This design comes from an exercise in tuning for small area, a short achievable clock period and few clock cycles per item on the open sky130 flow, not from production work. In this exercise RTL edits were held to simulation tests only and were not proved equivalent to the original. Power and IR drop assume default switching activity.

build 8:
==> flow/design.v (excerpt) <==
module alu_top (
    input wire clk,
    input wire rst,
    input wire in_valid,
    output wire in_ready,
    input wire [2:0] opcode,
    input wire [31:0] a,
    input wire [31:0] b,
    output reg out_valid,
    output reg [31:0] result
);
Size in the first run: roughly 3200 cells after synthesis, about 110 flip-flops, roughly 100 I/O pins, roughly 18000 um2 of cells after synthesis.
Settings: LEC_CHECK=0, ABC_AREA=1, CAP_MARGIN=20, CORE_MARGIN=2, CORE_UTILIZATION=40, SLEW_MARGIN=20; clock period 100.0 ns.
run.sh (not shown) runs the stock make flow with config.mk's settings and CLKGATE_MAP_FILE= SYNTH_SCRIPT=/design/flow/synth_recipe.tcl, a recipe that flattens the netlist after the stock synthesis.
In summary, build 8 completed successfully, with a layout that passed the timing, DRC and antenna checks.
Testbench counts of build 8, summed over its fixed seeds: cycles 93,116, ops 64,000.
Relative to build 8, the following input files were edited for build 84:
==> flow/flow/run.sh (new file) <==
#!/bin/bash
# Standard layout, with buf_2 cells as the port buffers (instead of the
# delay buffer buffer_ports picks by default).
cp standard.sh standard_copy.log 2>/dev/null
export BUFFER_PORTS_ARGS="-buffer_cell sky130_fd_sc_hd__buf_2"
bash standard.sh > standard.log 2>&1
==> flow/standard.sh (new file) <==
#!/bin/bash
# synth_recipe.tcl (not shown) runs the flow's synth.tcl, then flattens the netlist and writes it again
# the make line also repeats each setting of config.mk as NAME=value (left out here)
make -C /OpenROAD-flow-scripts/flow DESIGN_CONFIG=/design/flow/config.mk WORK_HOME=/design/flow/orfs CLKGATE_MAP_FILE= SYNTH_SCRIPT=/design/flow/synth_recipe.tcl "${@:-finish}"
removed: flow/run.sh
### Flow results
Build 84 reached the final stage; the timing, DRC and antenna checks on its layout passed. The lower sequential share of layout area came out of build 8. In build 84 relative to build 8, number of fill cells had gone up slightly. On count of clock-buffer cells in the layout: between build 84 and build 8, it ends up lower for build 84. Summary — met1 routing resource usage after global routing, build 84 relative to build 8: higher, by 1.1 points. Sum of internal, switching and leakage power down about 2.4% in build 84 wrt build 8.
## Diff of input files: build 86 against build 84
- swapping 40 for 55 in CORE_UTILIZATION
## What came out
- Build 86 ended with every stage complete and zero timing, DRC or antenna violations.
- Post-route cell area: build 86 vs build 84 down about 0.9%
- Build 84 reports its worst setup path endpoint as ready_f while build 86 reports in_ready.
- Changes observed in build 86 relative to build 84: routed via count has increased, number of buffers outside the clock class in the layout shows a reduction of about 0.8%.

========
## red
Another version of the RTL of alu_top (not shown whole).
Size: ~3200 cells after synthesis, about 110 flip-flops, about 100 I/O pins, ~0.018 mm^2 of cells after synthesis.
Settings: LEC_CHECK=0, ABC_AREA=1, CAP_MARGIN=20, CORE_MARGIN=2, CORE_UTILIZATION=30, SLEW_MARGIN=20; clock period 100.0 ns.
standard.sh (not shown) runs the stock make flow with config.mk's settings and CLKGATE_MAP_FILE= SYNTH_SCRIPT=/design/flow/synth_recipe.tcl, a recipe that flattens the netlist after the stock synthesis.
==> flow/flow/run.sh <==
#!/bin/bash
# Standard layout, with buf_2 cells as the port buffers (instead of the
# delay buffer buffer_ports picks by default), and the operand pins (a[i]
# next to b[i]) and the result pins each kept together on the die edge.
export BUFFER_PORTS_ARGS="-buffer_cell sky130_fd_sc_hd__buf_2"
export PLACE_PINS_ARGS="-group_pins {in_valid opcode[0] opcode[1] opcode[2] a[0] b[0] a[1] b[1] a[2] b[2] a[3] b[3] a[4] b[4] a[5] b[5] a[6] b[6] a[7] b[7] a[8] b[8] a[9] b[9] a[10] b[10] a[11] b[11] a[12] b[12] a[13] b[13] a[14] b[14] a[15] b[15] a[16] b[16] a[17] b[17] a[18] b[18] a[19] b[19] a[20] b[20] a[21] b[21] a[22] b[22] a[23] b[23] a[24] b[24] a[25] b[25] a[26] b[26] a[27] b[27] a[28] b[28] a[29] b[29] a[30] b[30] a[31] b[31]} -group_pins {in_ready out_valid result[0] result[1] result[2] result[3] result[4] result[5] result[6] result[7] result[8] result[9] result[10] result[11] result[12] result[13] result[14] result[15] result[16] result[17] result[18] result[19] result[20] result[21] result[22] result[23] result[24] result[25] result[26] result[27] result[28] result[29] result[30] result[31]}"
bash standard.sh > standard.log 2>&1
Testbench counts of red, summed over its fixed seeds: cycles 93,116, ops 64,000.
Inputs modified between red and blue:
Settings: CORE_UTILIZATION now 40, was 30.
Notes after the runs:
- Between red and blue, total of fill cells in the finished design decreased.
- Compared to red, blue has largest net degree at the start of global routing about 15% higher.
- On relative area of clock buffers and inverters in the final design, blue and red are neck and neck.
- Measured against each other, blue and red differ in peak per-stage delay on the critical path, the lower figure coming from blue.
- Total power of blue is higher than that of red.
- First-pass GRT wire length of blue exceeds that of red by a little under 10%.

[separate check: timing with driven ports]
The results above use ideal ports. As a check the final layouts listed here were re-extracted and re-timed, cells and wires unchanged. Step 1 assumes that a clkbuf_16 drives the clock port and a buf_2 every other input. Step 2 also shifts input and output timing later by t, the mid clock arrival at the registers, as if the neighbouring blocks saw the same clock. Slacks: ideal ports / drivers / drivers and shift; pairs: ideal ports / drivers.
run	t (ns)	slack for setup (ns)	worst setup path after step 2	latest minus earliest clock arrival (ns)	slew at the worst register clock pin (ns)
build 8	0.435	77.537 / 77.556 / 77.120	input to register	0.013 / 0.013	0.09 / 0.09
build 84	0.436	77.702 / 77.731 / 77.294	input to register	0.018 / 0.017	0.09 / 0.09
build 86	0.431	77.236 / 77.187 / 77.345	input to register	0.020 / 0.020	0.09 / 0.09
red	0.473	78.490 / 78.503 / 78.031	input to register	0.012 / 0.013	0.07 / 0.07
blue	0.492	78.516 / 78.550 / 78.058	input to register	0.016 / 0.016	0.07 / 0.07
After both steps setup and hold are still met in every run listed. For red, which loses most, drivers alone change the setup slack by +0.013 ns; drivers and shift together by -0.459 ns.
